From an optimization exercise on the open Yosys and OpenROAD flow, aimed at a short achievable clock period and few clock cycles; shortcuts taken in it are not production practice.
Function was checked by simulation only, so behaviour that the tests miss may differ from the original.
No activity file was given, so power comes from the tool's default toggle rates.

==> flow/run.sh <==
#!/bin/bash
# synth_recipe.tcl (not shown) runs the flow's synth.tcl, then flattens the netlist and writes it again
# the make line also repeats each setting of config.mk as NAME=value (left out here)
make -C /OpenROAD-flow-scripts/flow DESIGN_CONFIG=/design/flow/config.mk WORK_HOME=/design/flow/orfs CLKGATE_MAP_FILE= SYNTH_SCRIPT=/design/flow/synth_recipe.tcl finish
==> flow/design.v <==
localparam logic [4:0] LOAD     = 5'b00000;
localparam logic [4:0] STORE    = 5'b01000;
localparam logic [4:0] BRANCH   = 5'b11000;
localparam logic [4:0] JALR     = 5'b11001;
localparam logic [4:0] MISC_MEM = 5'b00011;
localparam logic [4:0] JAL      = 5'b11011;
localparam logic [4:0] OP_IMM   = 5'b00100;
localparam logic [4:0] OP       = 5'b01100;
localparam logic [4:0] SYSTEM   = 5'b11100;
localparam logic [4:0] AUIPC    = 5'b00101;
localparam logic [4:0] LUI      = 5'b01101;
module riscv_core #(
    parameter XLEN = 32
) (
    input logic clk,
    input logic rst,
    output logic [XLEN-1:0] i_adr,
    output logic i_stb,
    input logic [XLEN-1:0] i_dat_r,
    input logic i_ack,
    output logic [XLEN-1:0] d_adr,
    output logic [XLEN-1:0] d_dat_w,
    output logic [XLEN/8-1:0] d_sel,
    output logic d_we,
    output logic d_stb,
    input logic [XLEN-1:0] d_dat_r,
    input logic d_ack
);
localparam logic [4:0] LOAD     = 5'b00000;
localparam logic [4:0] STORE    = 5'b01000;
localparam logic [4:0] BRANCH   = 5'b11000;
localparam logic [4:0] JALR     = 5'b11001;
localparam logic [4:0] MISC_MEM = 5'b00011;
localparam logic [4:0] JAL      = 5'b11011;
localparam logic [4:0] OP_IMM   = 5'b00100;
localparam logic [4:0] OP       = 5'b01100;
localparam logic [4:0] SYSTEM   = 5'b11100;
localparam logic [4:0] AUIPC    = 5'b00101;
localparam logic [4:0] LUI      = 5'b01101;
    logic [31:2] pc_f;
    logic        v_d;
    logic [31:0] ir_d;
    logic [31:2] pc_d;
    logic        ex_wr, ex_load, ex_store, ex_branch, ex_jalr, ex_pred;
    logic [4:0]  ex_rd;
    logic [2:0]  ex_f3;
    logic [31:0] ex_a, ex_b, ex_sd, ex_link;
    logic [31:2] ex_alt;
    logic        ex_fa_m, ex_fa_w, ex_fb_m, ex_fb_w, ex_fs_m, ex_fs_w;
    logic        ex_inv, ex_s_sum, ex_s_slt, ex_s_sltu, ex_s_xor, ex_s_or, ex_s_and,
                 ex_s_sll, ex_s_sr, ex_arith, ex_s_link;
    logic        mem_wr, mem_load, mem_memop;
    logic [4:0]  mem_rd;
    logic [2:0]  mem_f3;
    logic [31:0] mem_res, mem_sd;
    logic [3:0]  mem_sel;
    logic        wb_wr;
    logic [4:0]  wb_rd;
    logic [31:0] wb_res;
    logic [31:0] rf [1:31];
    assign i_adr   = {pc_f, 2'b00};
    assign i_stb   = 1'b1;
    assign d_adr   = mem_res;
    assign d_dat_w = mem_sd;
    assign d_sel   = mem_sel;
    assign d_we    = !mem_load;
    assign d_stb   = mem_memop;
    logic freeze;
    assign freeze = mem_memop & !d_ack;
    logic [4:0] opc_d, rs1_d, rs2_d, rd_d;
    logic [2:0] f3_d;
    assign opc_d = ir_d[6:2];
    assign rs1_d = ir_d[19:15];
    assign rs2_d = ir_d[24:20];
    assign rd_d  = ir_d[11:7];
    assign f3_d  = ir_d[14:12];
    logic d_lui, d_auipc, d_jal, d_jalr, d_branch, d_load, d_store, d_opimm, d_op;
    assign d_lui    = opc_d == LUI;
    assign d_auipc  = opc_d == AUIPC;
    assign d_jal    = opc_d == JAL;
    assign d_jalr   = opc_d == JALR;
    assign d_branch = opc_d == BRANCH;
    assign d_load   = opc_d == LOAD;
    assign d_store  = opc_d == STORE;
    assign d_opimm  = opc_d == OP_IMM;
    assign d_op     = opc_d == OP;
    logic use1_d, use2_d, wr_d;
    assign use1_d = d_jalr | d_branch | d_load | d_store | d_opimm | d_op;
    assign use2_d = d_branch | d_store | d_op;
    assign wr_d   = (d_lui | d_auipc | d_jal | d_jalr | d_load | d_opimm | d_op) & (rd_d != 5'd0);
    logic [31:0] imm_i, imm_s, imm_b, imm_u, imm_j;
    assign imm_i = {{21{ir_d[31]}}, ir_d[30:20]};
    assign imm_s = {{21{ir_d[31]}}, ir_d[30:25], ir_d[11:7]};
    assign imm_b = {{20{ir_d[31]}}, ir_d[7], ir_d[30:25], ir_d[11:8], 1'b0};
    assign imm_u = {ir_d[31:12], 12'b0};
    assign imm_j = {{12{ir_d[31]}}, ir_d[19:12], ir_d[20], ir_d[30:21], 1'b0};
    logic [31:2] tgt_d, pc4_d;
    logic        b_next_d;       
    assign tgt_d = pc_d + (d_jal ? imm_j[31:2] : imm_b[31:2]);
    assign pc4_d = pc_d + 30'd1;
    assign b_next_d = imm_b == 32'd4;
    logic br_d, pred_d;
    assign br_d   = d_branch & !b_next_d;
    assign pred_d = br_d & ir_d[31];           
    logic [31:0] r1_d, r2_d;
    always_comb begin
        r1_d = (rs1_d == 5'd0) ? 32'd0 : rf[rs1_d];
        r2_d = (rs2_d == 5'd0) ? 32'd0 : rf[rs2_d];
        if (wb_wr && wb_rd == rs1_d) r1_d = wb_res;
        if (wb_wr && wb_rd == rs2_d) r2_d = wb_res;
    end
    logic fa_m, fa_w, fb_m, fb_w, f1_m, f1_w, f2_m, f2_w;
    assign f1_m = ex_wr && !ex_load && ex_rd == rs1_d;
    assign f1_w = mem_wr && mem_rd == rs1_d;
    assign f2_m = ex_wr && !ex_load && ex_rd == rs2_d;
    assign f2_w = mem_wr && mem_rd == rs2_d;
    logic ld_stall;
    assign ld_stall = v_d && ex_load && ex_wr &&
                      ((use1_d && ex_rd == rs1_d) || (use2_d && ex_rd == rs2_d));
    logic a_rs1_d, b_rs2_d;
    logic [31:0] a_d, b_d, imm_d;
    assign a_rs1_d = !(d_lui | d_auipc);
    assign b_rs2_d = d_op | d_branch;
    always_comb begin
        if (d_lui | d_auipc) imm_d = imm_u;
        else if (d_store) imm_d = imm_s;
        else imm_d = imm_i;
        if (d_lui) a_d = 32'd0;
        else if (d_auipc) a_d = {pc_d, 2'b00};
        else a_d = r1_d;
        b_d = b_rs2_d ? r2_d : imm_d;
    end
    logic s_sum, s_slt, s_sltu, s_xor, s_or, s_and, s_sll, s_sr, inv_d, arith_d, s_link;
    always_comb begin
        s_sum = 0; s_slt = 0; s_sltu = 0; s_xor = 0; s_or = 0; s_and = 0;
        s_sll = 0; s_sr = 0; inv_d = 0; arith_d = ir_d[30]; s_link = 0;
        if (d_op | d_opimm) begin
            case (f3_d)
            3'b000: begin s_sum = 1; inv_d = d_op & ir_d[30]; end
            3'b001: s_sll = 1;
            3'b010: begin s_slt = 1; inv_d = 1; end
            3'b011: begin s_sltu = 1; inv_d = 1; end
            3'b100: s_xor = 1;
            3'b101: s_sr = 1;
            3'b110: s_or = 1;
            default: s_and = 1;
            endcase
        end else if (d_jal | d_jalr) begin
            s_link = 1;
        end else if (d_branch) begin
            inv_d = 1;
        end else begin
            s_sum = 1;
        end
    end
    logic ex_redirect;
    logic [31:2] ex_tgt;
    logic id_ok;          
    logic id_redirect;
    assign id_ok = v_d && !ld_stall && !ex_redirect;
    assign id_redirect = v_d && !ld_stall && (d_jal || pred_d);
    always @(posedge clk) begin
        if (rst) begin
            pc_f <= '0;
            v_d <= 1'b0;
        end else if (!freeze) begin
            if (ex_redirect) begin
                pc_f <= ex_tgt;
                v_d <= 1'b0;
            end else if (ld_stall) begin
            end else if (id_redirect) begin
                pc_f <= tgt_d;
                v_d <= 1'b0;
            end else begin
                v_d <= i_ack;
                ir_d <= i_dat_r;
                pc_d <= pc_f;
                if (i_ack) pc_f <= pc_f + 30'd1;
            end
        end
    end
    always @(posedge clk) begin
        if (rst) begin
            ex_wr <= 0; ex_load <= 0; ex_store <= 0; ex_branch <= 0; ex_jalr <= 0;
        end else if (!freeze) begin
            ex_wr     <= id_ok & wr_d;
            ex_load   <= id_ok & d_load;
            ex_store  <= id_ok & d_store;
            ex_branch <= id_ok & br_d;
            ex_jalr   <= id_ok & d_jalr;
        end
        if (!freeze) begin
            ex_pred  <= pred_d;
            ex_rd    <= rd_d;
            ex_f3    <= f3_d;
            ex_a     <= a_d;
            ex_b     <= b_d;
            ex_sd    <= r2_d;
            ex_link  <= {pc4_d, 2'b00};
            ex_alt   <= pred_d ? pc4_d : tgt_d;
            ex_fa_m  <= a_rs1_d & f1_m;
            ex_fa_w  <= a_rs1_d & !f1_m & f1_w;
            ex_fb_m  <= b_rs2_d & f2_m;
            ex_fb_w  <= b_rs2_d & !f2_m & f2_w;
            ex_fs_m  <= f2_m;
            ex_fs_w  <= !f2_m & f2_w;
            ex_inv   <= inv_d;
            ex_s_sum <= s_sum;
            ex_s_slt <= s_slt;
            ex_s_sltu <= s_sltu;
            ex_s_xor <= s_xor;
            ex_s_or  <= s_or;
            ex_s_and <= s_and;
            ex_s_sll <= s_sll;
            ex_s_sr  <= s_sr;
            ex_arith <= arith_d;
            ex_s_link <= s_link;
        end
    end
    logic [31:0] a, b, sd;
    assign a  = ex_fa_m ? mem_res : (ex_fa_w ? wb_res : ex_a);
    assign b  = ex_fb_m ? mem_res : (ex_fb_w ? wb_res : ex_b);
    assign sd = ex_fs_m ? mem_res : (ex_fs_w ? wb_res : ex_sd);
    logic [32:0] sum;
    assign sum = {1'b0, a} + {1'b0, ex_inv ? ~b : b} + {32'd0, ex_inv};
    logic ltu, lt, eq;
    assign ltu = !sum[32];
    assign lt  = (a[31] ^ b[31]) ? a[31] : sum[31];
    assign eq  = a == b;
    logic [31:0] sll, sr;
    assign sll = a << b[4:0];
    assign sr  = $unsigned($signed({ex_arith & a[31], a}) >>> b[4:0]);
    logic [31:0] res;
    assign res = ({32{ex_s_sum}} & sum[31:0])
               | ({32{ex_s_slt}} & {31'd0, lt})
               | ({32{ex_s_sltu}} & {31'd0, ltu})
               | ({32{ex_s_xor}} & (a ^ b))
               | ({32{ex_s_or}} & (a | b))
               | ({32{ex_s_and}} & (a & b))
               | ({32{ex_s_sll}} & sll)
               | ({32{ex_s_sr}} & sr)
               | ({32{ex_s_link}} & ex_link);
    logic taken;
    always_comb begin
        case (ex_f3)
        3'b000: taken = eq;
        3'b001: taken = !eq;
        3'b100: taken = lt;
        3'b101: taken = !lt;
        3'b110: taken = ltu;
        default: taken = !ltu;
        endcase
    end
    assign ex_redirect = (ex_branch & (taken ^ ex_pred)) | ex_jalr;
    assign ex_tgt = ex_jalr ? sum[31:2] : ex_alt;
    logic [31:0] sd_w;
    logic [3:0]  sel_w;
    always_comb begin
        case (ex_f3[1:0])
        2'b00: begin sd_w = {4{sd[7:0]}};  sel_w = 4'b0001 << sum[1:0]; end
        2'b01: begin sd_w = {2{sd[15:0]}}; sel_w = sum[1] ? 4'b1100 : 4'b0011; end
        default: begin sd_w = sd;          sel_w = 4'b1111; end
        endcase
    end
    always @(posedge clk) begin
        if (rst) begin
            mem_wr <= 0; mem_load <= 0; mem_memop <= 0;
        end else if (!freeze) begin
            mem_wr    <= ex_wr;
            mem_load  <= ex_load;
            mem_memop <= ex_load | ex_store;
        end
        if (!freeze) begin
            mem_rd  <= ex_rd;
            mem_f3  <= ex_f3;
            mem_res <= res;
            mem_sd  <= sd_w;
            mem_sel <= sel_w;
        end
    end
    logic [31:0] ld_sh, ld_v;
    assign ld_sh = d_dat_r >> {mem_res[1:0], 3'b000};
    always_comb begin
        case (mem_f3)
        3'b000: ld_v = {{24{ld_sh[7]}}, ld_sh[7:0]};
        3'b001: ld_v = {{16{ld_sh[15]}}, ld_sh[15:0]};
        3'b100: ld_v = {24'd0, ld_sh[7:0]};
        3'b101: ld_v = {16'd0, ld_sh[15:0]};
        default: ld_v = ld_sh;
        endcase
    end
    always @(posedge clk) begin
        if (rst) begin
            wb_wr <= 0;
        end else if (!freeze) begin
            wb_wr <= mem_wr;
        end
        if (!freeze) begin
            wb_rd  <= mem_rd;
            wb_res <= mem_load ? ld_v : mem_res;
        end
    end
    always @(posedge clk) begin
        if (wb_wr) rf[wb_rd] <= wb_res;
    end
endmodule
==> flow/constraint.sdc <==
create_clock -name core_clock -period 10.0 [get_ports {clk}]
set_input_delay 2.0000 -clock core_clock [delete_from_list [all_inputs] [get_ports {clk}]]
set_output_delay 2.0000 -clock core_clock [all_outputs]
set_load 0.01 [all_outputs]
==> flow/config.mk <==
export PLATFORM = sky130hd
export DESIGN_NAME = riscv_core
export DESIGN_NICKNAME = riscv_core
export VERILOG_FILES = /design/flow/design.v
export SDC_FILE = /design/flow/constraint.sdc
export NUM_CORES = 4
export LEC_CHECK = 0
export ABC_CLOCK_PERIOD_IN_PS = 3000
export CAP_MARGIN = 20
export CORE_MARGIN = 2
export CORE_UTILIZATION = 40
export PLACE_DENSITY = 0.6
export SETUP_SLACK_MARGIN = 5
export SLEW_MARGIN = 20
==> results of run 1 <==
## worst max-delay path: stages, from the launching register on
cell      delay, ps
edfxtp_1        440
buf_6           170
buf_6           120
buf_16          150
mux2i_2         160
nor2_2          170
a21oi_4          50
buf_12          150
xnor2_2         130
ha_2            420
nand2_1         100
nor3_1          540
inv_1           110
o21ai_2         240
a21oi_4         110
a32oi_2         240
o41ai_4         160
buf_12          160
o21a_4          220
nor4bb_4        300
buf_6           190
buf_12          120
buf_12          150
mux2_4          300
## how the worst min path moves through the flow
stage | start | endpoint
floorplan | ex_f3[0] | mem_f3[0]
global placement | ex_store | ex_store
detailed placement | ex_store | ex_store
CTS | ex_store | ex_store
global route | mem_wr | mem_wr
finish | ex_store | ex_store
## metrics by stage
step	power, mW	cell area, sq um	cells
5_1_grt	18.76	86780	8102
2_1_floorplan	10.11	74640	5317
4_1_cts	18.10	86010	8066
3_5_place_dp	12.28	79300	7712
3_3_place_gp	12.24	79290	7712
6_report	18.29	86790	8107
## power by group
group	leakage (nW)	switching, mW	internal (mW)
clock network	2.36	2.44	3.14
logic	13.7	3.11	1.66
registers	13.1	0.535	7.41
total	29.3	6.08	12.2
## cell type report
class                   instances  area, sq um  share of cell area (%)
multi-input cells            3404        32440                   37.38
repair buffers                436         4407                   5.077
clock buffers                 184         3859                   4.446
flip-flops and latches       1397        41490                   47.80
clock inverters                82         1025                   1.181
diodes                          6        15.01                 0.01730
inverters                     118        454.2                  0.5233
well taps                    2480         3103                   3.575
## kinds of logic after synthesis
| group | after synthesis | synth area share, % |
|---|---|---|
| and+or+nand+nor | 1113 | 6.567 |
| AOI/OAI and AO/OA | 1065 | 9.254 |
| DFF | 1397 | 55.57 |
| muxes | 915 | 21.62 |
| xor gates and xnor gates | 176 | 2.066 |
| adders and majority gates | 129 | 2.184 |
| other | 2 | 0.01007 |
| buffers and inverters | 519 | 2.737 |
## Yosys cell counts (34+ instances only)
library cell,count
a211oi_1,106
a21o_1,45
a21oi_1,309
buf_1,100
clkbuf_1,261
dfxtp_1,50
edfxtp_1,1347
ha_1,127
inv_1,114
mux2i_1,327
mux4_2,553
nand2_1,401
nand3_1,69
nor2_1,413
nor3_1,34
o211ai_1,59
o21ai_0,265
xnor2_1,122
xor2_1,54
## placed cells by master, fill, tap and decap left out, drive strengths merged, types with 45 or more instances in the layout
master,Yosys,layout
edfxtp,1347,1347
mux4,553,553
nor2,413,413
nand2,401,401
mux2i,327,327
a21oi,313,313
o21ai,273,273
buf,139,262
clkbuf,262,188
clkdlybuf4s50,0,165
ha,127,127
xnor2,122,122
inv,116,120
a211oi,107,107
nand3,70,70
clkinv,2,62
o211ai,60,60
xor2,54,54
dfxtp,50,50
a21o,45,45
## routing by layer
layer | vias up | GRT usage, %
li1 | 21434 | -
met1 | 26715 | 38.19
met2 | 3229 | 42.47
met3 | 579 | 5.584
met4 | 6 | 12.55
met5 | - | 0
## flip-flops by register name, summed over array words and instances, names as in the netlist, 30 cells and up, named ones only
signal / flops
ex_link: 30
ex_alt: 30
ir_d: 30
pc_d: 30
mem_res: 32
rf: 992
mem_sd: 32
ex_sd: 32
ex_b: 32
wb_res: 32
ex_a: 32
pc_f: 30
## what timing repair did
action	CTS	global route
resized for setup	211	83
pin swaps	55	46
gates cloned	14	4
setup endpoints to repair	119	110
buffers inserted	74	31
==> reports/results.txt, run 1 <==
Vias in the first global route -> 49646
Max-cap violations -> 0
CP Class -> flip-flop to flip-flop
Number of warnings issued by yosys -> 1
FF-to-FF Start -> ex_fb_w
Worst Setup Slack, final -> 4941 ps
Row Count -> 158
Post-DR vias/cell -> 6.410
Post-synthesis register bit count -> 1397
Largest net degree at the start of global routing -> 195
Met2 wire length -> 122000 um
Tot GR Track Use -> 27.72%
DR pass1 iterations -> 6
Largest cells by area after synthesis -> edfxtp_1, mux4_2, mux2i_1
Post-synthesis async set-or-reset flop share -> 0%
Avg WL per Cell -> 33.34 um
Clk_skew -> 64.15 ps
Hold slack -> 469.9 ps
Met3 routed WL -> 27960 um
Clk sinks -> 1397
Final worst-path cycle share -> 50.59%
Via count -> 51963
Setup WS pre-CTS -> 3435 ps
FF-to-FF path depth -> 23
Status -> timing/DRC/antenna clean
Fin util -> 46.80%
Worst slew margin -> 19.02%
Final nets -> 5702
Die X-Extent -> 435.8 um
H-tree level count -> 4
Core footprint -> 185400 sq um
Critical Path Source -> ex_fb_w
Critical path peak fanout -> 8
Clk Latency, worst-skew pair -> 820 ps
Worst-path clk slew -> 60 ps
CTS Root Cell -> clkbuf_16
Initial antenna violation count -> 14
Port Buffer Count -> 165
WP data required -> 10660 ps
Gr ovfl total -> 0
# fillers -> 16201
Yosys top cell by area -> edfxtp_1
# DRC -> 0
RSZ-0062 raised after global routing -> true
EDFF count, synth -> 1347
Data arrival, critical path -> 5720 ps
Mapped Area -> 74600 sq um
TNS Setup -> 0 ps
I/O Pins -> 171
Max Transition Viols Final -> 0
Avg Cell Area, Syn -> 14.03 sq um
Area growth syn-to-layout -> 16.35%
Worst R2R Setup Slack -> 4940 ps
Die ar. -> 190000 sq um
Iteration-0 DRC Markers -> 7283
Hold depth -> 2
Synth Instances -> 5316
CP startpoint kind -> flip-flop
Worst Hold Class -> flip-flop to flip-flop
Initial Util -> 40.23%
CTS tree -> done
F_max -> 0.1976 GHz
Seq/Total Area, Yosys -> 55.57%
Worst IR Drop VDD -> 165.3 uV
Bufs on Longest Clock Path -> 3
Post-DP HPWL -> 171400 um
Power density over cell area -> 210.8 nW/um^2
Die height -> 435.8 um
Min Tclk post-route -> 5059 ps
Worst Setup End Kind -> flip-flop
Share of layout cells above drive strength 1 -> 23.20%
GPL Wtd Cong -> 0.9786
Cts hold-fix bufs -> 0
Wl on met1 -> 105900 um
LEAKAGE -> 29.26 nW
CTS Buf Count -> 148
Top sig layer -> met5
# setup viols final -> 0
Slew @ Worst Pin -> 1215 ps
Total wire length -> 270300 um
Post-synthesis cell type count -> 88
Post-route ant nets -> 0
Post-synth top area share -> 54.22%
Top_reg_cell synth -> edfxtp_1
First-pass GRT wire length -> 376300 um
Final hold violation count -> 0
Testbench counts, summed over its fixed seeds: cycles 24,431.
==> run 2: changes to the inputs <==
--- a/flow/config.mk
+++ b/flow/config.mk
@@ -5,10 +5,8 @@
 export SDC_FILE = /design/flow/constraint.sdc
 export NUM_CORES = 4
 export LEC_CHECK = 0
-export ABC_CLOCK_PERIOD_IN_PS = 3000
 export CAP_MARGIN = 20
 export CORE_MARGIN = 2
 export CORE_UTILIZATION = 40
 export PLACE_DENSITY = 0.6
-export SETUP_SLACK_MARGIN = 5
 export SLEW_MARGIN = 20
==> reports/results.txt, run 2 <==
Number of warnings issued by yosys -> 1 (unchanged)
Core footprint -> 185400 sq um (unchanged)
Bufs on Longest Clock Path -> 3 (unchanged)
Post-DP HPWL -> 171600 um (+0.10%)
Max-cap violations -> 0 (unchanged)
Row Count -> 158 (unchanged)
Multi-input gate area -> 31390 sq um (-3.2%)
H-tree level count -> 4 (unchanged)
Initial antenna violation count -> 14 (unchanged)
Max Transition Viols Final -> 0 (unchanged)
CP delay by family, top -> compound AO/OA/AOI/OAI gates
CTS Root Cell -> clkbuf_16
Synth Instances -> 5316 (unchanged)
WP data required -> 10660 ps (about the same)
Final hold violation count -> 0 (unchanged)
Cell at the slowest stage of the critical path -> buf_4
Post-synthesis compound-gate area fraction -> 9.254% (unchanged)
Largest cells by area after synthesis -> edfxtp_1, mux4_2, mux2i_1
I/O Pins -> 171 (unchanged)
Worst path max stage delay -> 850 ps (+310 ps)
CTS Buf Count -> 152 (+2.7%)
Avg WL per Cell -> 33.02 um (-0.98%)
Top_reg_cell synth -> edfxtp_1
Critical path's most frequent cell -> buf_4
Post-synthesis register bit count -> 1397 (unchanged)
Worst-path clk slew -> 60 ps (about the same)
# DRC -> 0 (unchanged)
Top reg by flops -> rf
Worst IR Drop VDD -> 188.7 uV (+14%)
Data arrival, critical path -> 8020 ps (+2300 ps)
Post-CTS setup buffer count -> 0 (-100%)
Most frequent cells in the layout -> edfxtp_1, mux4_2, nand2_1
Critical path peak fanout -> 71 (+63)
Tot GR Track Use -> 27.21% (-0.51 points)
TNS Setup -> 0 ps (unchanged)
Area growth syn-to-layout -> 13.11%
F_max -> 0.1358 GHz (-31%)
Largest net degree at the start of global routing -> 161 (-17%)
Setup WS pre-CTS -> 2919 ps (-515.6 ps)
EDFF count, synth -> 1347 (unchanged)
Post-synth top area share -> 54.22% (unchanged)
Final worst-path cycle share -> 73.63% (+23 points)
Post-Synth Adder-Cell Area -> 2.184% (unchanged)
Worst Setup Slack, final -> 2637 ps (-2303 ps)
Yosys top cell by area -> edfxtp_1
Initial Util -> 40.23% (unchanged)
Clk_skew -> 81.97 ps (+17.82 ps)
Mapped Area -> 74600 sq um (unchanged)
# fillers -> 16420 (+1.4%)
Via count -> 50771 (-2.3%)
Mux cell area share after synthesis -> 21.62% (unchanged)
Post-synthesis async set-or-reset flop share -> 0% (unchanged)
Most frequent cells after synthesis -> edfxtp_1, mux4_2, nor2_1
Slew @ Worst Pin -> 1181 ps (-33.62 ps)
Worst slew margin -> 21.26% (+2.2 points)
CP startpoint kind -> flip-flop
Storage cell area -> 41490 sq um (unchanged)
Status -> timing/DRC/antenna clean
Post-route ant nets -> 0 (unchanged)
Die X-Extent -> 435.8 um (unchanged)
Die height -> 435.8 um (unchanged)
Gr ovfl total -> 0 (unchanged)
Clk sinks -> 1397 (unchanged)
Worst Setup End Kind -> flip-flop
Most frequent cell after synthesis -> edfxtp_1
GPL Wtd Cong -> 0.9669 (-1.2%)
Max FFs per register -> 992 (unchanged)
Die ar. -> 190000 sq um (unchanged)
Worst path bufs/invs -> 4 (-5)
Cells along the critical path -> buf_4, mux2i_1, o21ai_0, inv_1, ha_1, nor4_1, nand4_1, nor2_1, xnor2_1, xnor2_1, o21ai_0, a32oi_1, o41ai_4, buf_4, o21a_4, nor4bb_4, buf_4, mux2_1
LEAKAGE -> 28.29 nW (-3.3%)
CTS tree -> done
Iteration-0 DRC Markers -> 6963 (-4.4%)
Avg Cell Area, Syn -> 14.03 sq um (unchanged)
PostCTS Resize Cnt -> 0 (-100%)
Final nets -> 5583 (-2.1%)
Post-synthesis xor/xnor area fraction -> 2.066% (unchanged)
Seq/Total Area, Yosys -> 55.57% (unchanged)
Commonest non-fill, non-tap cell in the layout -> edfxtp_1
Post-synthesis cell type count -> 88 (unchanged)
Share of layout cells above drive strength 1 -> 18.95% (-4.2 points)
First-pass GRT wire length -> 368800 um (-2.0%)
CP Class -> flip-flop to flip-flop
Vias in the first global route -> 48235 (-2.8%)
Power density over cell area -> 212.7 nW/um^2 (+0.92%)
Min Tclk post-route -> 7363 ps (+2303 ps)
Worst Hold Class -> flip-flop to flip-flop
Post-DR vias/cell -> 6.350 (-0.94%)
DR pass1 iterations -> 6 (unchanged)
Total wire length -> 264000 um (-2.3%)
RSZ-0062 raised after global routing -> false
Cts hold-fix bufs -> 0 (unchanged)
Clk Latency, worst-skew pair -> 850 ps (+30 ps)
Main combinational cell family by area after synthesis -> multiplexers
Port Buffer Count -> 165 (unchanged)
Simple-Gate Fraction of Synth Area -> 6.567% (unchanged)
# setup viols final -> 0 (unchanged)
==> run 2: area by class of cell <==
cell class	instances	area share [%]
well taps	2480	3.678
multi-input cells	3401	37.20
repair buffers	316	3.405
flip-flops and latches	1397	49.17
clock inverters	85	1.210
diodes	2	0.005932
inverters	118	0.5338
clock buffers	197	4.793
==> run 2: cells by family (layout without fill, tap and decap cells) <==
group	Yosys count	in the layout
flops	1397	1397
simple gates	1113	1113
compound gates	1065	1065
mux	915	915
buf+inv	519	716
xor+xnor	176	176
fa+ha+maj	129	129
other cells	2	5
==> run 2: power breakdown <==
| group | internal [mW] | switching, mW |
|---|---|---|
| combinational | 1.42 | 2.91 |
| sequential | 7.41 | 0.505 |
| clock | 3.20 | 2.50 |
==> run 2: worst register-to-register path, cell delays in order (launching register included) <==
cell and delay [ps]:
edfxtp_1 770, buf_4 500, mux2i_1 150, o21ai_0 720, inv_1 120, ha_1 330, nor4_1 730, nand4_1 250
nor2_1 260, xnor2_1 210, xnor2_1 160, o21ai_0 110, a32oi_1 400, o41ai_4 140, buf_4 270, o21a_4 430
nor4bb_4 340, buf_4 850, mux2_1 450
==> run 2: stage by stage <==
step	total power, mW	util [%]	area (sq um)	instances	hold WS [ps]
final	17.95	45.50	84370	7996	458.4
after CTS	17.89	45.49	84360	7994	457.9
after floorplan	10.11	-	74610	5317	424.4
after detailed placement	12.25	42.76	79300	7712	444.9
after global placement	12.20	42.76	79290	7712	446.3
after global routing	18.44	45.50	84370	7994	476.2
==> run 2: path summary, 6_finish.rpt <==
check | startpoint | endpoint | slack [ps] | cells past startpoint
worst min-delay path | ex_store | ex_store | 460 | 2
worst max register to register | ex_fa_w | flip-flop | 2640 | 18
worst min register to register | ex_store | ex_store | 460 | 2
worst max-delay path | ex_fa_w | flip-flop | 2640 | 18
==> run 2: layer usage <==
layer  routed length [um]  up-vias  track usage (%)  part of all wire [%]
li1                     -    21182                -                     -
met1               104400    26048            37.57                    40
met2               120400     3054            41.89                    46
met3                26300      477            5.544                    10
met4                12870       10            11.55                   4.9
met5                   52        -                0                 0.020
==> run 3: changes to the inputs <==
--- a/flow/design.v
+++ b/flow/design.v
@@ -41,7 +41,8 @@
     logic        v_d;
     logic [31:0] ir_d;
     logic [31:2] pc_d;
-    logic        ex_wr, ex_load, ex_store, ex_branch, ex_jalr, ex_pred;
+    logic        ex_wr, ex_load, ex_store, ex_jalr;
+    logic        ex_c_eq, ex_c_ne, ex_c_lt, ex_c_ge, ex_c_ltu, ex_c_geu;
     logic [4:0]  ex_rd;
     logic [2:0]  ex_f3;
     logic [31:0] ex_a, ex_b, ex_sd, ex_link;
@@ -153,44 +154,72 @@
             s_sum = 1;
         end
     end
+    logic c_eq, c_ne, c_lt, c_ge, c_ltu, c_geu;
+    always_comb begin
+        c_eq = 0; c_ne = 0; c_lt = 0; c_ge = 0; c_ltu = 0; c_geu = 0;
+        case (f3_d)
+        3'b000: if (pred_d) c_ne = 1; else c_eq = 1;
+        3'b001: if (pred_d) c_eq = 1; else c_ne = 1;
+        3'b100: if (pred_d) c_ge = 1; else c_lt = 1;
+        3'b101: if (pred_d) c_lt = 1; else c_ge = 1;
+        3'b110: if (pred_d) c_geu = 1; else c_ltu = 1;
+        3'b111: if (pred_d) c_ltu = 1; else c_geu = 1;
+        default: ;
+        endcase
+    end
     logic ex_redirect;
     logic [31:2] ex_tgt;
     logic id_ok;          
     logic id_redirect;
     assign id_ok = v_d && !ld_stall && !ex_redirect;
     assign id_redirect = v_d && !ld_stall && (d_jal || pred_d);
+    logic [31:2] pc_nx_id, pc_nx;
+    always_comb begin
+        if (ld_stall) pc_nx_id = pc_f;
+        else if (id_redirect) pc_nx_id = tgt_d;
+        else if (i_ack) pc_nx_id = pc_f + 30'd1;
+        else pc_nx_id = pc_f;
+    end
+    assign pc_nx = ex_redirect ? ex_tgt : pc_nx_id;
+    always @(posedge clk) begin
+        if (rst) pc_f <= '0;
+        else if (!freeze) pc_f <= pc_nx;
+    end
     always @(posedge clk) begin
         if (rst) begin
-            pc_f <= '0;
             v_d <= 1'b0;
         end else if (!freeze) begin
             if (ex_redirect) begin
-                pc_f <= ex_tgt;
                 v_d <= 1'b0;
             end else if (ld_stall) begin
             end else if (id_redirect) begin
-                pc_f <= tgt_d;
                 v_d <= 1'b0;
             end else begin
                 v_d <= i_ack;
-                ir_d <= i_dat_r;
-                pc_d <= pc_f;
-                if (i_ack) pc_f <= pc_f + 30'd1;
             end
         end
+        if (!freeze && !ld_stall) begin
+            ir_d <= i_dat_r;
+            pc_d <= pc_f;
+        end
     end
     always @(posedge clk) begin
         if (rst) begin
-            ex_wr <= 0; ex_load <= 0; ex_store <= 0; ex_branch <= 0; ex_jalr <= 0;
+            ex_wr <= 0; ex_load <= 0; ex_store <= 0; ex_jalr <= 0;
+            ex_c_eq <= 0; ex_c_ne <= 0; ex_c_lt <= 0; ex_c_ge <= 0; ex_c_ltu <= 0; ex_c_geu <= 0;
         end else if (!freeze) begin
             ex_wr     <= id_ok & wr_d;
             ex_load   <= id_ok & d_load;
             ex_store  <= id_ok & d_store;
-            ex_branch <= id_ok & br_d;
+            ex_c_eq   <= id_ok & br_d & c_eq;
+            ex_c_ne   <= id_ok & br_d & c_ne;
+            ex_c_lt   <= id_ok & br_d & c_lt;
+            ex_c_ge   <= id_ok & br_d & c_ge;
+            ex_c_ltu  <= id_ok & br_d & c_ltu;
+            ex_c_geu  <= id_ok & br_d & c_geu;
             ex_jalr   <= id_ok & d_jalr;
         end
         if (!freeze) begin
-            ex_pred  <= pred_d;
             ex_rd    <= rd_d;
             ex_f3    <= f3_d;
             ex_a     <= a_d;
@@ -223,10 +252,28 @@
     assign sd = ex_fs_m ? mem_res : (ex_fs_w ? wb_res : ex_sd);
     logic [32:0] sum;
     assign sum = {1'b0, a} + {1'b0, ex_inv ? ~b : b} + {32'd0, ex_inv};
-    logic ltu, lt, eq;
-    assign ltu = !sum[32];
-    assign lt  = (a[31] ^ b[31]) ? a[31] : sum[31];
-    assign eq  = a == b;
+    logic [30:0] lt_l0, eq_l0;
+    logic lt_lo, eq_lo;
+    assign lt_l0 = ~a[30:0] & b[30:0];
+    assign eq_l0 = ~(a[30:0] ^ b[30:0]);
+    always_comb begin
+        logic [31:0] l, e;
+        l = {1'b0, lt_l0};
+        e = {1'b1, eq_l0};
+        for (int w = 1; w < 32; w = w * 2) begin
+            for (int i = 0; i < 32; i += 2 * w) begin
+                l[i] = l[i + w] | (e[i + w] & l[i]);
+                e[i] = e[i + w] & e[i];
+            end
+        end
+        lt_lo = l[0];
+        eq_lo = e[0];
+    end
+    logic ltu, lt, eq, eq31;
+    assign eq31 = a[31] ~^ b[31];
+    assign ltu = (!a[31] & b[31]) | (eq31 & lt_lo);
+    assign lt  = (a[31] & !b[31]) | (eq31 & lt_lo);
+    assign eq  = eq31 & eq_lo;
     logic [31:0] sll, sr;
     assign sll = a << b[4:0];
     assign sr  = $unsigned($signed({ex_arith & a[31], a}) >>> b[4:0]);
@@ -240,18 +287,8 @@
                | ({32{ex_s_sll}} & sll)
                | ({32{ex_s_sr}} & sr)
                | ({32{ex_s_link}} & ex_link);
-    logic taken;
-    always_comb begin
-        case (ex_f3)
-        3'b000: taken = eq;
-        3'b001: taken = !eq;
-        3'b100: taken = lt;
-        3'b101: taken = !lt;
-        3'b110: taken = ltu;
-        default: taken = !ltu;
-        endcase
-    end
-    assign ex_redirect = (ex_branch & (taken ^ ex_pred)) | ex_jalr;
+    assign ex_redirect = ex_jalr | (ex_c_eq & eq) | (ex_c_ne & !eq) | (ex_c_lt & lt) | (ex_c_ge & !lt)
+                       | (ex_c_ltu & ltu) | (ex_c_geu & !ltu);
     assign ex_tgt = ex_jalr ? sum[31:2] : ex_alt;
     logic [31:0] sd_w;
     logic [3:0]  sel_w;
--- a/flow/config.mk
+++ b/flow/config.mk
@@ -5,8 +5,10 @@
 export SDC_FILE = /design/flow/constraint.sdc
 export NUM_CORES = 4
 export LEC_CHECK = 0
+export ABC_CLOCK_PERIOD_IN_PS = 3000
 export CAP_MARGIN = 20
 export CORE_MARGIN = 2
 export CORE_UTILIZATION = 40
 export PLACE_DENSITY = 0.6
+export SETUP_SLACK_MARGIN = 5
 export SLEW_MARGIN = 20
==> reports/results.txt, run 3 <==
Status -> timing/DRC/antenna clean
Die ar. -> 190900 sq um (+0.48%)
Post-synthesis async set-or-reset flop share -> 0% (unchanged)
Share of layout cells above drive strength 1 -> 18.91% (-0.038 points)
Top reg by flops -> rf
Tot GR Track Use -> 27.38% (+0.17 points)
H-tree level count -> 4 (unchanged)
Psw -> 5.427 mW (-8.3%)
Gr ovfl total -> 0 (unchanged)
Cts hold-fix bufs -> 0 (unchanged)
Largest net degree at the start of global routing -> 149 (-7.5%)
CTS Buf Count -> 152 (unchanged)
Initial Util -> 40.34% (+0.11 points)
Post-synthesis cell type count -> 79 (-10%)
RSZ-0062 raised after global routing -> true
# fillers -> 16354 (-0.40%)
Post-DP HPWL -> 171100 um (-0.32%)
Post-route ant nets -> 0 (unchanged)
Mapped Area -> 74960 sq um (+0.49%)
Critical path peak fanout -> 32 (-55%)
Worst R2R Setup Slack -> 5010 ps (+2380 ps)
Area growth syn-to-layout -> 13.94%
Total power -> 17.29 mW (-3.7%)
Row Count -> 158 (unchanged)
Port Buffer Count -> 165 (unchanged)
Avg WL per Cell -> 32.99 um (about the same)
Storage cell area -> 41560 sq um (+0.17%)
Max Transition Viols Final -> 0 (unchanged)
Internal power consumption -> 11.87 mW (-1.4%)
First-pass GRT wire length -> 372400 um (+0.98%)
Core footprint -> 185800 sq um (+0.21%)
CTS Root Cell -> clkbuf_16
CP Class -> flip-flop to flip-flop
Clk_skew -> 63.67 ps (-18.30 ps)
EDFF count, synth -> 1346 (-0.074%)
Min Tclk post-route -> 4985 ps (-2377 ps)
Worst IR Drop VDD -> 167.5 uV (-11%)
Power density over cell area -> 202.5 nW/um^2 (-4.8%)
Largest cells by area after synthesis -> edfxtp_1, mux4_2, mux2i_1
Die X-Extent -> 436.9 um (+0.24%)
Worst Setup Slack, final -> 5015 ps (+2377 ps)
Bufs on Longest Clock Path -> 3 (unchanged)
Seq/Total Area, Yosys -> 55.39% (-0.18 points)
Worst slew margin -> 28.19% (+6.9 points)
I/O Pins -> 171 (unchanged)
FF-to-FF Start -> ex_fa_w
Post-synth top area share -> 53.92% (-0.30 points)
Most frequent cells in the layout -> edfxtp_1, mux4_2, nand2_1
CP endpoint -> pc_f[29]
Final hold violation count -> 0 (unchanged)
Met1 usage -> 37.04% (-0.53 points)
Synth Instances -> 5385 (+1.3%)
Hold depth -> 0 (-2)
Avg Cell Area, Syn -> 13.92 sq um (-0.80%)
Grt met2 use -> 42.65% (+0.76 points)
Number of warnings issued by yosys -> 1 (unchanged)
Most frequent cells after synthesis -> edfxtp_1, mux4_2, nand2_1
DR pass1 iterations -> 6 (unchanged)
FF-to-FF path depth -> 16 (-2)
Yosys top cell by area -> edfxtp_1
Worst Setup End Kind -> flip-flop
Max FFs per register -> 992 (unchanged)
Iteration-0 DRC Markers -> 6686 (-4.0%)
Met3 Usage GRT -> 5.115% (-0.43 points)
Initial antenna violation count -> 9 (-5)
# DRC -> 0 (unchanged)
Clock power frac -> 33.8% (+2.0 points)
Commonest non-fill, non-tap cell in the layout -> edfxtp_1
Reg power frac -> 45.1% (+1.0 points)
TNS Setup -> 0 ps (unchanged)
Slew @ Worst Pin -> 1047 ps (-133.8 ps)
F_max -> 0.2006 GHz (+48%)
FF-to-FF End -> pc_f[29]
Max-cap violations -> 0 (unchanged)
Switching portion of total power -> 31.38% (-1.6 points)
LEAKAGE -> 29.35 nW (+3.7%)
GPL Wtd Cong -> 0.9955 (+3.0%)
Worst Hold Class -> flip-flop to flip-flop
Worst-path clk slew -> 60 ps (about the same)
CTS tree -> done
Multi-input gate area -> 32030 sq um (+2.0%)
WP data required -> 10690 ps (+30 ps)
Fin util -> 45.96% (+0.46 points)
Total wire length -> 266700 um (+1.0%)
Data arrival, critical path -> 5670 ps (-2350 ps)
Clk Latency, worst-skew pair -> 840 ps (about the same)
Critical Path Source -> ex_fa_w
GRT Max-Usage Layer -> met2
Vias in the first global route -> 49484 (+2.6%)
Post-synthesis register bit count -> 1401 (+0.29%)
Final worst-path cycle share -> 49.85% (-24 points)
Setup WS pre-CTS -> 3625 ps (+706.3 ps)
Post-DR vias/cell -> 6.318 (-0.50%)
Most frequent cell after synthesis -> edfxtp_1
Die height -> 436.9 um (+0.24%)
Clk sinks -> 1401 (+0.29%)
Power share of the combinational group -> 21.1% (-3.0 points)
# setup viols final -> 0 (unchanged)
Top_reg_cell synth -> edfxtp_1
Via count -> 51073 (+0.59%)
CP startpoint kind -> flip-flop
Final nets -> 5705 (+2.2%)
run 3: cell types whose count changed in the layout (fill, tap and decap cells not counted), sizes merged, moves of 14 or more:
cell    before  now
a21oi      313  390
o21ai      273  211
mux2i      327  365
nand2      401  439
ha         127  159
nand3b      32    7
buf        151  168
nor2b       18   32
run 3: logic make-up (layout without fill, tap and decap cells):
kind of cell             count (synthesis)  in the layout  share of synthesized area [%]
flip-flops                            1401           1401                          55.39
AND/OR/NAND/NOR                       1134           1135                          6.480
AO/OA/AOI/OAI                         1061           1062                          8.950
multiplexers                           941            941                          21.82
buffers and inverters                  510            721                          2.599
XOR/XNOR                               175            175                          2.045
adder cells (fa/ha/maj)                161            161                          2.707
other                                    2              8                        0.01002
run 3: metrics by stage:
stage / cell area (sq um) / cells / hold slack (ps)
floorplan: 74970 / 5386 / 400.3
global placement: 79650 / 7776 / 405.7
detailed placement: 79710 / 7779 / 406.3
CTS: 85140 / 8065 / 425.3
global route: 85400 / 8080 / 428.3
finish: 85410 / 8084 / 423.3
run 3: layout make-up:
class                   instances  area share, %
repair buffers                333          3.654
multi-input cells            3477          37.51
well taps                    2480          3.633
flip-flops and latches       1401          48.66
diodes                          5        0.01465
clock buffers                 186          4.650
inverters                     111         0.5025
clock inverters                91          1.381
run 3: layer usage:
layer,wire length [um],part of all wire (%)
met1,105500,40
met2,122500,46
met3,24200,9.1
met4,14470,5.4
met5,13,0.0049
run 3: timing repair:
action | 4_1_cts | 5_1_grt
endpoints found under the setup margin | 61 | 50
resized for setup | 48 | 30
pin swaps | 7 | 4
cloned | 1 | 1
buffers inserted | 8 | 12
run 3: worst min-delay path by stage:
stage              from         to  slack, ps
6_report       ex_f3[2]  mem_f3[2]        420
5_1_grt        ex_f3[2]  mem_f3[2]        430
4_1_cts        ex_f3[2]  mem_f3[2]        430
3_5_place_dp   ex_f3[2]  mem_f3[2]        410
3_3_place_gp   ex_f3[2]  mem_f3[2]        410
2_1_floorplan  ex_f3[2]  mem_f3[2]        400
run 3: critical path: stages, from the launching register on:
cell and delay (ps):
edfxtp_1 380, buf_12 250, mux2_2 400, mux2i_4 310
inv_1 120, ha_1 350, nand2_1 130, or3_1 450
or3_1 390, o211a_1 340, o21a_1 220, o211ai_1 170
buf_4 190, a41oi_1 180, xnor2_2 390, a211oi_1 150
a2111oi_0 360
run 3: power by group through the flow:
stage	clock, mW	sequential (mW)	combinational (mW)
after floorplan	0	7.99	1.56
after global routing	6.13	7.80	3.83
final	5.84	7.80	3.65
after global placement	0	7.93	3.39
after detailed placement	0	7.90	3.49
after CTS	5.91	7.78	3.54
Testbench counts of run 3, summed over its fixed seeds: cycles 24,431.
==> run 4: changes to the inputs <==
--- a/flow/design.v
+++ b/flow/design.v
@@ -47,7 +47,6 @@
     logic [2:0]  ex_f3;
     logic [31:0] ex_a, ex_b, ex_sd, ex_link;
     logic [31:2] ex_alt;
-    logic        ex_fa_m, ex_fa_w, ex_fb_m, ex_fb_w, ex_fs_m, ex_fs_w;
     logic        ex_inv, ex_s_sum, ex_s_slt, ex_s_sltu, ex_s_xor, ex_s_or, ex_s_and,
                  ex_s_sll, ex_s_sr, ex_arith, ex_s_link;
     logic        mem_wr, mem_load, mem_memop;
@@ -110,11 +109,16 @@
         if (wb_wr && wb_rd == rs1_d) r1_d = wb_res;
         if (wb_wr && wb_rd == rs2_d) r2_d = wb_res;
     end
-    logic fa_m, fa_w, fb_m, fb_w, f1_m, f1_w, f2_m, f2_w;
+    logic f1_m, f1_w, f2_m, f2_w;
+    logic [31:0] res, wbv, r1_f, r2_f;
     assign f1_m = ex_wr && !ex_load && ex_rd == rs1_d;
     assign f1_w = mem_wr && mem_rd == rs1_d;
     assign f2_m = ex_wr && !ex_load && ex_rd == rs2_d;
     assign f2_w = mem_wr && mem_rd == rs2_d;
+    always_comb begin
+        r1_f = f1_m ? res : (f1_w ? wbv : r1_d);
+        r2_f = f2_m ? res : (f2_w ? wbv : r2_d);
+    end
     logic ld_stall;
     assign ld_stall = v_d && ex_load && ex_wr &&
                       ((use1_d && ex_rd == rs1_d) || (use2_d && ex_rd == rs2_d));
@@ -128,8 +132,8 @@
         else imm_d = imm_i;
         if (d_lui) a_d = 32'd0;
         else if (d_auipc) a_d = {pc_d, 2'b00};
-        else a_d = r1_d;
-        b_d = b_rs2_d ? r2_d : imm_d;
+        else a_d = r1_f;
+        b_d = b_rs2_d ? r2_f : imm_d;
     end
     logic s_sum, s_slt, s_sltu, s_xor, s_or, s_and, s_sll, s_sr, inv_d, arith_d, s_link;
     always_comb begin
@@ -224,15 +228,9 @@
             ex_f3    <= f3_d;
             ex_a     <= a_d;
             ex_b     <= b_d;
-            ex_sd    <= r2_d;
+            ex_sd    <= r2_f;
             ex_link  <= {pc4_d, 2'b00};
             ex_alt   <= pred_d ? pc4_d : tgt_d;
-            ex_fa_m  <= a_rs1_d & f1_m;
-            ex_fa_w  <= a_rs1_d & !f1_m & f1_w;
-            ex_fb_m  <= b_rs2_d & f2_m;
-            ex_fb_w  <= b_rs2_d & !f2_m & f2_w;
-            ex_fs_m  <= f2_m;
-            ex_fs_w  <= !f2_m & f2_w;
             ex_inv   <= inv_d;
             ex_s_sum <= s_sum;
             ex_s_slt <= s_slt;
@@ -247,11 +245,25 @@
         end
     end
     logic [31:0] a, b, sd;
-    assign a  = ex_fa_m ? mem_res : (ex_fa_w ? wb_res : ex_a);
-    assign b  = ex_fb_m ? mem_res : (ex_fb_w ? wb_res : ex_b);
-    assign sd = ex_fs_m ? mem_res : (ex_fs_w ? wb_res : ex_sd);
-    logic [32:0] sum;
-    assign sum = {1'b0, a} + {1'b0, ex_inv ? ~b : b} + {32'd0, ex_inv};
+    assign a  = ex_a;
+    assign b  = ex_b;
+    assign sd = ex_sd;
+    logic [31:0] sum;
+    always_comb begin
+        logic [31:0] bb, p0, g, p;
+        bb = ex_inv ? ~b : b;
+        p0 = a ^ bb;
+        g = a & bb;
+        g[0] = g[0] | (p0[0] & ex_inv);
+        p = p0;
+        for (int d = 1; d < 32; d = d * 2) begin
+            for (int i = 31; i >= d; i--) begin
+                g[i] = g[i] | (p[i] & g[i - d]);
+                p[i] = p[i] & p[i - d];
+            end
+        end
+        sum = p0 ^ {g[30:0], ex_inv};
+    end
     logic [30:0] lt_l0, eq_l0;
     logic lt_lo, eq_lo;
     assign lt_l0 = ~a[30:0] & b[30:0];
@@ -277,8 +289,7 @@
     logic [31:0] sll, sr;
     assign sll = a << b[4:0];
     assign sr  = $unsigned($signed({ex_arith & a[31], a}) >>> b[4:0]);
-    logic [31:0] res;
-    assign res = ({32{ex_s_sum}} & sum[31:0])
+    assign res = ({32{ex_s_sum}} & sum)
                | ({32{ex_s_slt}} & {31'd0, lt})
                | ({32{ex_s_sltu}} & {31'd0, ltu})
                | ({32{ex_s_xor}} & (a ^ b))
@@ -326,6 +337,7 @@
         default: ld_v = ld_sh;
         endcase
     end
+    assign wbv = mem_load ? ld_v : mem_res;
     always @(posedge clk) begin
         if (rst) begin
             wb_wr <= 0;
@@ -334,7 +346,7 @@
         end
         if (!freeze) begin
             wb_rd  <= mem_rd;
-            wb_res <= mem_load ? ld_v : mem_res;
+            wb_res <= wbv;
         end
     end
     always @(posedge clk) begin
==> flow/flow/run.sh (new file) <==
#!/bin/bash
set -e
export SETUP_SLACK_MARGIN=7
bash standard.sh > standard.log 2>&1
==> flow/standard.sh (new file) <==
#!/bin/bash
# synth_recipe.tcl (not shown) runs the flow's synth.tcl, then flattens the netlist and writes it again
# the make line also repeats each setting of config.mk as NAME=value (left out here)
make -C /OpenROAD-flow-scripts/flow DESIGN_CONFIG=/design/flow/config.mk WORK_HOME=/design/flow/orfs CLKGATE_MAP_FILE= SYNTH_SCRIPT=/design/flow/synth_recipe.tcl "${@:-finish}"
--- a/flow/config.mk
+++ b/flow/config.mk
@@ -10,5 +10,4 @@
 export CORE_MARGIN = 2
 export CORE_UTILIZATION = 40
 export PLACE_DENSITY = 0.6
-export SETUP_SLACK_MARGIN = 5
 export SLEW_MARGIN = 20
removed: flow/run.sh
==> reports/results.txt, run 4 <==
# fillers -> 15410 (-5.8%)
Number of warnings issued by yosys -> 1 (unchanged)
Initial antenna violation count -> 8 (-1)
Clk Latency, worst-skew pair -> 810 ps (-30 ps)
EDFF count, synth -> 1340 (-0.45%)
Data arrival, critical path -> 4750 ps (-920 ps)
Placed cells -> 7485 (-3.8%)
LEAKAGE -> 32.54 nW (+11%)
Largest net degree at the start of global routing -> 69 (-54%)
Post-synth top area share -> 54.10% (+0.18 points)
Port Buffer Count -> 165 (unchanged)
Seq/Total Area, Yosys -> 55.58% (+0.19 points)
Row Count -> 158 (unchanged)
Multi-input gate area -> 34610 sq um (+8.0%)
Most frequent cell after synthesis -> edfxtp_1
F_max -> 0.2374 GHz (+18%)
First-pass GRT wire length -> 390200 um (+4.8%)
Final hold violation count -> 0 (unchanged)
Worst IR Drop VDD -> 146.2 uV (-13%)
Vias in the first global route -> 51510 (+4.1%)
RSZ-0062 raised after global routing -> true
Die X-Extent -> 435.2 um (-0.38%)
Initial Util -> 40.20% (-0.14 points)
Post-Layout Cell Count -> 8218 (+1.7%)
Post-route ant nets -> 0 (unchanged)
Die ar. -> 189400 sq um (-0.76%)
Post-DR vias/cell -> 6.433 (+1.8%)
Storage cell area -> 41490 sq um (-0.17%)
Min Tclk post-route -> 4212 ps (-773.3 ps)
Total power -> 18.09 mW (+4.6%)
CTS Buf Count -> 153 (+0.66%)
TNS Setup -> 0 ps (unchanged)
Max-cap violations -> 0 (unchanged)
H-tree level count -> 4 (unchanged)
Commonest non-fill, non-tap cell in the layout -> edfxtp_1
Mapped Area -> 74380 sq um (-0.77%)
Post-synthesis async set-or-reset flop share -> 0% (unchanged)
Via count -> 52867 (+3.5%)
GPL Wtd Cong -> 0.9751 (-2.0%)
Largest cells by area after synthesis -> edfxtp_1, mux4_2, ha_1
Total wire length -> 282900 um (+6.1%)
Top_reg_cell synth -> edfxtp_1
CTS Root Cell -> clkbuf_16
Synth Instances -> 5117 (-5.0%)
Area growth syn-to-layout -> 24.95%
Post-synthesis cell type count -> 81 (+2.5%)
I/O Pins -> 171 (unchanged)
Post-DP HPWL -> 165800 um (-3.1%)
Worst Setup End Kind -> flip-flop
Max Transition Viols Final -> 0 (unchanged)
Post-synthesis register bit count -> 1395 (-0.43%)
Gr ovfl total -> 0 (unchanged)
# setup viols final -> 0 (unchanged)
Top reg by flops -> rf
Most frequent cells after synthesis -> edfxtp_1, mux4_2, nor2_1
Core footprint -> 185000 sq um (-0.43%)
Tot GR Track Use -> 29.03% (+1.7 points)
CTS tree -> done
Status -> timing/DRC/antenna clean
WP data required -> 10540 ps (-150 ps)
Avg WL per Cell -> 34.43 um (+4.4%)
Hold slack -> 423.4 ps (+0.02900 ps)
# DRC -> 0 (unchanged)
Worst-path clk slew -> 60 ps (about the same)
Share of layout cells above drive strength 1 -> 37.01% (+18 points)
Final nets -> 5843 (+2.4%)
Critical path peak fanout -> 5 (-84%)
Power density over cell area -> 194.7 nW/um^2 (-3.8%)
Bufs on Longest Clock Path -> 3 (unchanged)
Worst slew margin -> 26.28% (-1.9 points)
Final worst-path cycle share -> 42.12% (-7.7 points)
Die height -> 435.2 um (-0.38%)
Most frequent cells in the layout -> edfxtp_1, mux4_2, buf_4
Max FFs per register -> 992 (unchanged)
Yosys top cell by area -> edfxtp_1
Clk_skew -> 61.74 ps (-1.933 ps)
CP Class -> flip-flop to flip-flop
Iteration-0 DRC Markers -> 6492 (-2.9%)
Avg Cell Area, Syn -> 14.54 sq um (+4.4%)
Clk sinks -> 1395 (-0.43%)
DR pass1 iterations -> 6 (unchanged)
Worst Hold Class -> flip-flop to flip-flop
Cts hold-fix bufs -> 0 (unchanged)
Slew @ Worst Pin -> 1106 ps (+58.50 ps)
CP startpoint kind -> flip-flop
==> run 4: area by class of cell <==
class | count | area share [%]
diodes | 1 | 0.002693
clock buffers | 190 | 4.326
clock inverters | 88 | 1.089
inverters | 112 | 0.4887
multi-input cells | 3224 | 37.24
flip-flops and latches | 1395 | 44.64
well taps | 2480 | 3.339
repair buffers | 726 | 8.858
repair inverters | 2 | 0.01750
==> run 4: worst paths after layout <==
kind	startpoint	endpoint	slack, ps	cells past startpoint
worst max register to register	ex_inv	ex_b[30]	5790	14
worst min register to register	ex_f3[2]	mem_f3[2]	420	0
worst min-delay path	ex_f3[2]	mem_f3[2]	420	0
worst max-delay path	ex_inv	ex_b[30]	5790	14
==> run 4: repair_timing <==
| action | in CTS | in global routing |
|---|---|---|
| setup buffers | 276 | 102 |
| resized for setup | 1104 | 232 |
| pin swaps | 162 | 150 |
| gates cloned | 50 | 4 |
| endpoints found under the setup margin | 774 | 430 |
==> run 4: logic make-up after synthesis <==
group                    after synthesis  share of synthesized area, %
flip-flops                          1395                         55.58
multiplexers                         872                         22.29
AO/OA/AOI/OAI                       1029                         8.897
AND/OR/NAND/NOR                      986                         5.844
buffers and inverters                500                         2.629
other                                  2                       0.01010
adder cells (fa/ha/maj)              161                         2.728
XOR/XNOR                             172                         2.025
==> run 4: metrics by stage <==
step           util (%)  cell area [sq um]  setup WS (ps)
6_report          50.23              92940           5788
5_1_grt           50.23              92940           5739
4_1_cts           48.97              90620           5858
3_5_place_dp      42.89              79360           4367
3_3_place_gp      42.89              79360           4437
2_1_floorplan         -              75050           3003
==> run 4: per-layer routing <==
| layer | routed length [um] | track usage (%) | share of wire, % | vias up |
|---|---|---|---|---|
| li1 | - | - | - | 21497 |
| met2 | 136200 | 47.39 | 48 | 3137 |
| met5 | 25 | 0 | 0.0088 | - |
| met1 | 97870 | 34.64 | 35 | 27429 |
| met4 | 24320 | 20.95 | 8.6 | 4 |
| met3 | 24550 | 5.334 | 8.7 | 800 |
==> run 4: worst max-delay path, cell delays in order, from the launching register on <==
cell,delay (ps)
edfxtp_1,470
buf_12,180
mux2_4,290
fa_2,370
a21o_1,230
a311o_1,290
a211o_1,350
o21ai_4,240
o31ai_4,120
a41o_4,330
a41oi_4,270
xor2_4,250
o21bai_4,160
o2bb2ai_4,190
o21a_1,180
==> run 4: where the power goes <==
part | internal, mW | switching [mW]
sequential | 7.31 | 0.680
clock | 3.27 | 2.46
combinational | 1.88 | 2.49
total | 12.5 | 5.63
Testbench counts of run 4, summed over its fixed seeds: cycles 24,431.
==> run 5: changes to the inputs <==
--- a/flow/design.v
+++ b/flow/design.v
@@ -39,6 +39,8 @@
 localparam logic [4:0] LUI      = 5'b01101;
     logic [31:2] pc_f;
     logic        v_d;
+    logic        hit_d;          
+    logic [31:2] off_d;          
     logic [31:0] ir_d;
     logic [31:2] pc_d;
     logic        ex_wr, ex_load, ex_store, ex_jalr;
@@ -96,7 +98,7 @@
     assign imm_j = {{12{ir_d[31]}}, ir_d[19:12], ir_d[20], ir_d[30:21], 1'b0};
     logic [31:2] tgt_d, pc4_d;
     logic        b_next_d;       
-    assign tgt_d = pc_d + (d_jal ? imm_j[31:2] : imm_b[31:2]);
+    assign tgt_d = pc_d + off_d;
     assign pc4_d = pc_d + 30'd1;
     assign b_next_d = imm_b == 32'd4;
     logic br_d, pred_d;
@@ -116,14 +118,18 @@
     assign f2_m = ex_wr && !ex_load && ex_rd == rs2_d;
     assign f2_w = mem_wr && mem_rd == rs2_d;
     always_comb begin
-        r1_f = f1_m ? res : (f1_w ? wbv : r1_d);
-        r2_f = f2_m ? res : (f2_w ? wbv : r2_d);
+        r1_f = f1_m ? res : (f1_w ? mem_res : r1_d);
+        r2_f = f2_m ? res : (f2_w ? mem_res : r2_d);
     end
     logic ld_stall;
     assign ld_stall = v_d && ex_load && ex_wr &&
                       ((use1_d && ex_rd == rs1_d) || (use2_d && ex_rd == rs2_d));
     logic a_rs1_d, b_rs2_d;
-    logic [31:0] a_d, b_d, imm_d;
+    logic [31:0] a_d, b_d, sd_d, imm_d;
+    logic ld1_d, ld2_d;         
+    logic [31:0] ld_v;
+    assign ld1_d = a_rs1_d && !f1_m && f1_w && mem_load;
+    assign ld2_d = !f2_m && f2_w && mem_load;
     assign a_rs1_d = !(d_lui | d_auipc);
     assign b_rs2_d = d_op | d_branch;
     always_comb begin
@@ -134,6 +140,12 @@
         else if (d_auipc) a_d = {pc_d, 2'b00};
         else a_d = r1_f;
         b_d = b_rs2_d ? r2_f : imm_d;
+        sd_d = r2_f;
+        if (ld1_d) a_d = ld_v;
+        if (ld2_d) begin
+            sd_d = ld_v;
+            if (b_rs2_d) b_d = ld_v;
+        end
     end
     logic s_sum, s_slt, s_sltu, s_xor, s_or, s_and, s_sll, s_sr, inv_d, arith_d, s_link;
     always_comb begin
@@ -176,12 +188,48 @@
     logic id_ok;          
     logic id_redirect;
     assign id_ok = v_d && !ld_stall && !ex_redirect;
-    assign id_redirect = v_d && !ld_stall && (d_jal || pred_d);
+    logic take_d;
+    logic [31:2] nx_d;
+    assign take_d = d_jal || pred_d;
+    assign nx_d = take_d ? tgt_d : pc4_d;
+    assign id_redirect = v_d && !ld_stall && (hit_d ^ take_d);
+    localparam NBTB = 4;
+    logic [NBTB-1:0] btb_v;
+    logic [31:2] btb_tag [NBTB];
+    logic [31:2] btb_tgt [NBTB];
+    logic [1:0] btb_ptr;
+    logic btb_hit;
+    logic [31:2] btb_t;
+    always_comb begin
+        btb_hit = 0;
+        btb_t = '0;
+        for (int i = 0; i < NBTB; i++) begin
+            if (btb_v[i] && btb_tag[i] == pc_f) begin
+                btb_hit = 1;
+                btb_t = btb_t | btb_tgt[i];
+            end
+        end
+    end
+    logic btb_wr;
+    assign btb_wr = v_d && !ld_stall && take_d && !hit_d;
+    always @(posedge clk) begin
+        if (rst) begin
+            btb_v <= '0;
+            btb_ptr <= '0;
+        end else if (btb_wr) begin
+            btb_v[btb_ptr] <= 1'b1;
+            btb_ptr <= btb_ptr + 1'b1;
+        end
+        if (btb_wr) begin
+            btb_tag[btb_ptr] <= pc_d;
+            btb_tgt[btb_ptr] <= tgt_d;
+        end
+    end
     logic [31:2] pc_nx_id, pc_nx;
     always_comb begin
         if (ld_stall) pc_nx_id = pc_f;
-        else if (id_redirect) pc_nx_id = tgt_d;
-        else if (i_ack) pc_nx_id = pc_f + 30'd1;
+        else if (id_redirect) pc_nx_id = nx_d;
+        else if (i_ack) pc_nx_id = btb_hit ? btb_t : pc_f + 30'd1;
         else pc_nx_id = pc_f;
     end
     assign pc_nx = ex_redirect ? ex_tgt : pc_nx_id;
@@ -203,7 +251,10 @@
             end
         end
         if (!freeze && !ld_stall) begin
+            hit_d <= btb_hit;
             ir_d <= i_dat_r;
+            off_d <= (i_dat_r[6:2] == JAL) ? {{12{i_dat_r[31]}}, i_dat_r[19:12], i_dat_r[20], i_dat_r[30:22]}
+                                           : {{20{i_dat_r[31]}}, i_dat_r[7], i_dat_r[30:25], i_dat_r[11:9]};
             pc_d <= pc_f;
         end
     end
@@ -228,7 +279,7 @@
             ex_f3    <= f3_d;
             ex_a     <= a_d;
             ex_b     <= b_d;
-            ex_sd    <= r2_f;
+            ex_sd    <= sd_d;
             ex_link  <= {pc4_d, 2'b00};
             ex_alt   <= pred_d ? pc4_d : tgt_d;
             ex_inv   <= inv_d;
@@ -326,7 +377,7 @@
             mem_sel <= sel_w;
         end
     end
-    logic [31:0] ld_sh, ld_v;
+    logic [31:0] ld_sh;
     assign ld_sh = d_dat_r >> {mem_res[1:0], 3'b000};
     always_comb begin
         case (mem_f3)
==> reports/results.txt, run 5 <==
Status -> timing/DRC/antenna clean
Most frequent cells in the layout -> edfxtp_1, mux4_2, buf_4
Max FFs per register -> 992 (unchanged)
Clk_skew -> 67.03 ps (+5.297 ps)
Largest cells by area after synthesis -> edfxtp_1, mux4_2, ha_1
CP Class -> flip-flop to flip-flop
Die X-Extent -> 468.8 um (+7.7%)
Die ar. -> 219700 sq um (+16%)
Initial antenna violation count -> 27 (+19)
Synth Instances -> 5903 (+15%)
Final hold violation count -> 0 (unchanged)
Post-synthesis async set-or-reset flop share -> 0% (unchanged)
Avg WL per Cell -> 36.78 um (+6.8%)
First-pass GRT wire length -> 479800 um (+23%)
F_max -> 0.2433 GHz (+2.5%)
Most frequent cell after synthesis -> edfxtp_1
Worst R2R Setup Slack -> 5890 ps (+100 ps)
Clk sinks -> 1654 (+19%)
Worst-path clk slew -> 70 ps (about the same)
TNS Setup -> 0 ps (unchanged)
Post-DR vias/cell -> 6.543 (+1.7%)
Data arrival, critical path -> 4800 ps (+50 ps)
Bufs on Longest Clock Path -> 3 (unchanged)
I/O Pins -> 171 (unchanged)
Power density over cell area -> 210.3 nW/um^2 (+8.0%)
RSZ-0062 raised after global routing -> true
Met3 Usage GRT -> 7.239% (+1.9 points)
Critical path's most frequent cell -> buf_4
CTS Root Cell -> clkbuf_16
Yosys top cell by area -> edfxtp_1
Hold slack -> 425.8 ps (+2.437 ps)
# setup viols final -> 0 (unchanged)
Gr ovfl total -> 0 (unchanged)
Core footprint -> 214600 sq um (+16%)
Worst IR Drop VDD -> 163.0 uV (+11%)
LEAKAGE -> 37.63 nW (+16%)
CP endpoint -> pc_f[23]
Final worst-path cycle share -> 41.11% (-1.0 points)
Clk Latency, worst-skew pair -> 850 ps (+40 ps)
Cells along the critical path -> buf_4, buf_4, inv_1, ha_4, inv_1, a21oi_2, a21oi_4, a2111oi_4, o31a_1, buf_4, a2111oi_4, or3b_4, buf_12, a41oi_4, buf_6, buf_8, buf_4, buf_12, buf_16, a311oi_2
Post-Layout Cell Count -> 9638 (+17%)
Cts hold-fix bufs -> 0 (unchanged)
Storage cell area -> 49190 sq um (+19%)
Commonest non-fill, non-tap cell in the layout -> edfxtp_1
GPL Wtd Cong -> 1.000 (+2.6%)
FF-to-FF path depth -> 20 (+6)
Multi-input gate area -> 39460 sq um (+14%)
CP startpoint kind -> flip-flop
Min Tclk post-route -> 4111 ps (-101.4 ps)
Regs by FF count -> rf x992, btb_tag x120, btb_tgt x120
Critical path peak fanout -> 5 (unchanged)
Post-DP HPWL -> 209200 um (+26%)
GRT Max-Usage Layer -> met2
Vias in the first global route -> 60183 (+17%)
WP data required -> 10690 ps (+150 ps)
Iteration-0 DRC Markers -> 9517 (+47%)
Most frequent cells after synthesis -> edfxtp_1, mux4_2, nor2_1
DR pass1 iterations -> 6 (unchanged)
Placed cells -> 8668 (+16%)
Worst Hold Class -> flip-flop to flip-flop
FF-to-FF Start -> ex_b[3]
# fillers -> 17608 (+14%)
Worst Setup End Kind -> flip-flop
CTS tree -> done
Seq/Total Area, Yosys -> 56.78% (+1.2 points)
Post-synthesis register bit count -> 1654 (+19%)
# DRC -> 0 (unchanged)
Share of layout cells above drive strength 1 -> 37.78% (+0.78 points)
Grt met2 use -> 47.34% (-0.050 points)
H-tree level count -> 4 (unchanged)
Max Transition Viols Final -> 0 (unchanged)
Port Buffer Count -> 165 (unchanged)
Top_reg_cell synth -> edfxtp_1
Post-route ant nets -> 0 (unchanged)
Area growth syn-to-layout -> 26.50%
Worst slew margin -> 17.06% (-9.2 points)
Top reg by flops -> rf
Die height -> 468.8 um (+7.7%)
CTS Buf Count -> 177 (+16%)
Mapped Area -> 86400 sq um (+16%)
Critical Path Source -> ex_b[3]
Worst path max stage delay -> 600 ps (+130 ps)
Cell at the slowest stage of the critical path -> edfxtp_1
Avg Cell Area, Syn -> 14.64 sq um (+0.69%)
Via count -> 63060 (+19%)
Largest net degree at the start of global routing -> 67 (-2.9%)
Final nets -> 6861 (+17%)
Max-cap violations -> 0 (unchanged)
Met1 usage -> 40.87% (+6.2 points)
Tot GR Track Use -> 31.43% (+2.4 points)
Total wire length -> 354500 um (+25%)
Post-synth top area share -> 55.37% (+1.3 points)
Row Count -> 170 (+7.6%)
Initial Util -> 40.26% (+0.059 points)
Number of warnings issued by yosys -> 1 (unchanged)
Slew @ Worst Pin -> 1240 ps (+133.8 ps)
EDFF count, synth -> 1593 (+19%)
Post-synthesis cell type count -> 105 (+30%)
FF-to-FF End -> pc_f[23]
run 5: worst max-delay path: cells and delay by family, from the launching register on:
family,cells,cell delay [ps]
AO/OA/AOI/OAI,7,1260
AND/OR/NAND/NOR,1,450
adder cells (fa/ha/maj),1,290
flip-flops,1,600
buffers and inverters,11,1350
run 5: cell type report:
| type | instances | share of cell area [%] |
|---|---|---|
| Sequential cell | 1654 | 45.01 |
| Clock inverter | 114 | 0.9834 |
| Clock buffer | 220 | 4.277 |
| Tap cell | 2838 | 3.249 |
| Antenna cell | 19 | 0.04350 |
| Timing Repair Buffer | 963 | 9.680 |
| Multi-Input combinational cell | 3667 | 36.10 |
| Inverter | 160 | 0.6251 |
| Timing Repair inverter | 3 | 0.03091 |
run 5: worst min path at each step:
stage	start	cells past startpoint	end
detailed placement	ex_f3[2]	0	mem_f3[2]
global placement	ex_f3[2]	0	mem_f3[2]
global route	ex_f3[2]	0	mem_f3[2]
floorplan	ex_f3[2]	0	mem_f3[2]
CTS	ex_f3[2]	0	mem_f3[2]
finish	ex_f3[2]	0	mem_f3[2]
run 5: what timing repair did:
action / 4_1_cts / 5_1_grt
pin swaps: 200 / 142
gates resized for setup: 1461 / 277
cloned: 64 / 7
setup buffers: 415 / 114
endpoints found under the setup margin: 1049 / 883
run 5: metal layers:
metal | wire, um | vias to the layer above | part of all wire, %
met4 | 28600 | 14 | 8.1
met5 | 96 | - | 0.027
met2 | 157000 | 4459 | 44
li1 | - | 25151 | -
met3 | 40890 | 1068 | 12
met1 | 127800 | 32368 | 36
run 5: logic make-up after synthesis:
group,count (synthesis),share of synthesized area (%)
flip-flops,1654,56.78
AND/OR/NAND/NOR,1209,6.641
AO/OA/AOI/OAI,1086,8.611
multiplexers,894,19.48
buffers and inverters,596,3.040
XOR/XNOR,295,2.999
adder cells (fa/ha/maj),167,2.436
other,2,0.008692
run 5: report_power, final:
part	switching, mW	leakage [nW]	total, mW	internal (mW)
Combinational	4.03	19.3	6.94	2.91
Sequential	0.748	15.6	9.52	8.77
Clock	2.90	2.77	6.53	3.64
run 5: through the flow:
step,setup slack (ps),util [%],power (mW),instance area (sq um)
after floorplan,5535,-,11.74,86520
after global placement,3988,42.66,14.12,91550
after detailed placement,3922,42.66,14.19,91550
after CTS,6035,49.68,22.25,106600
after global routing,5815,50.91,23.49,109300
final,5889,50.92,22.99,109300
Testbench counts of run 5, summed over its fixed seeds: cycles 23,919.

Check on run 5: ideal ports give 5.889 ns setup slack; a clkbuf_16 on the clock port and buf_2 on the inputs give 5.889 ns; moving port delays by the midpoint clock arrival (0.920 ns) as well gives 5.134 ns.
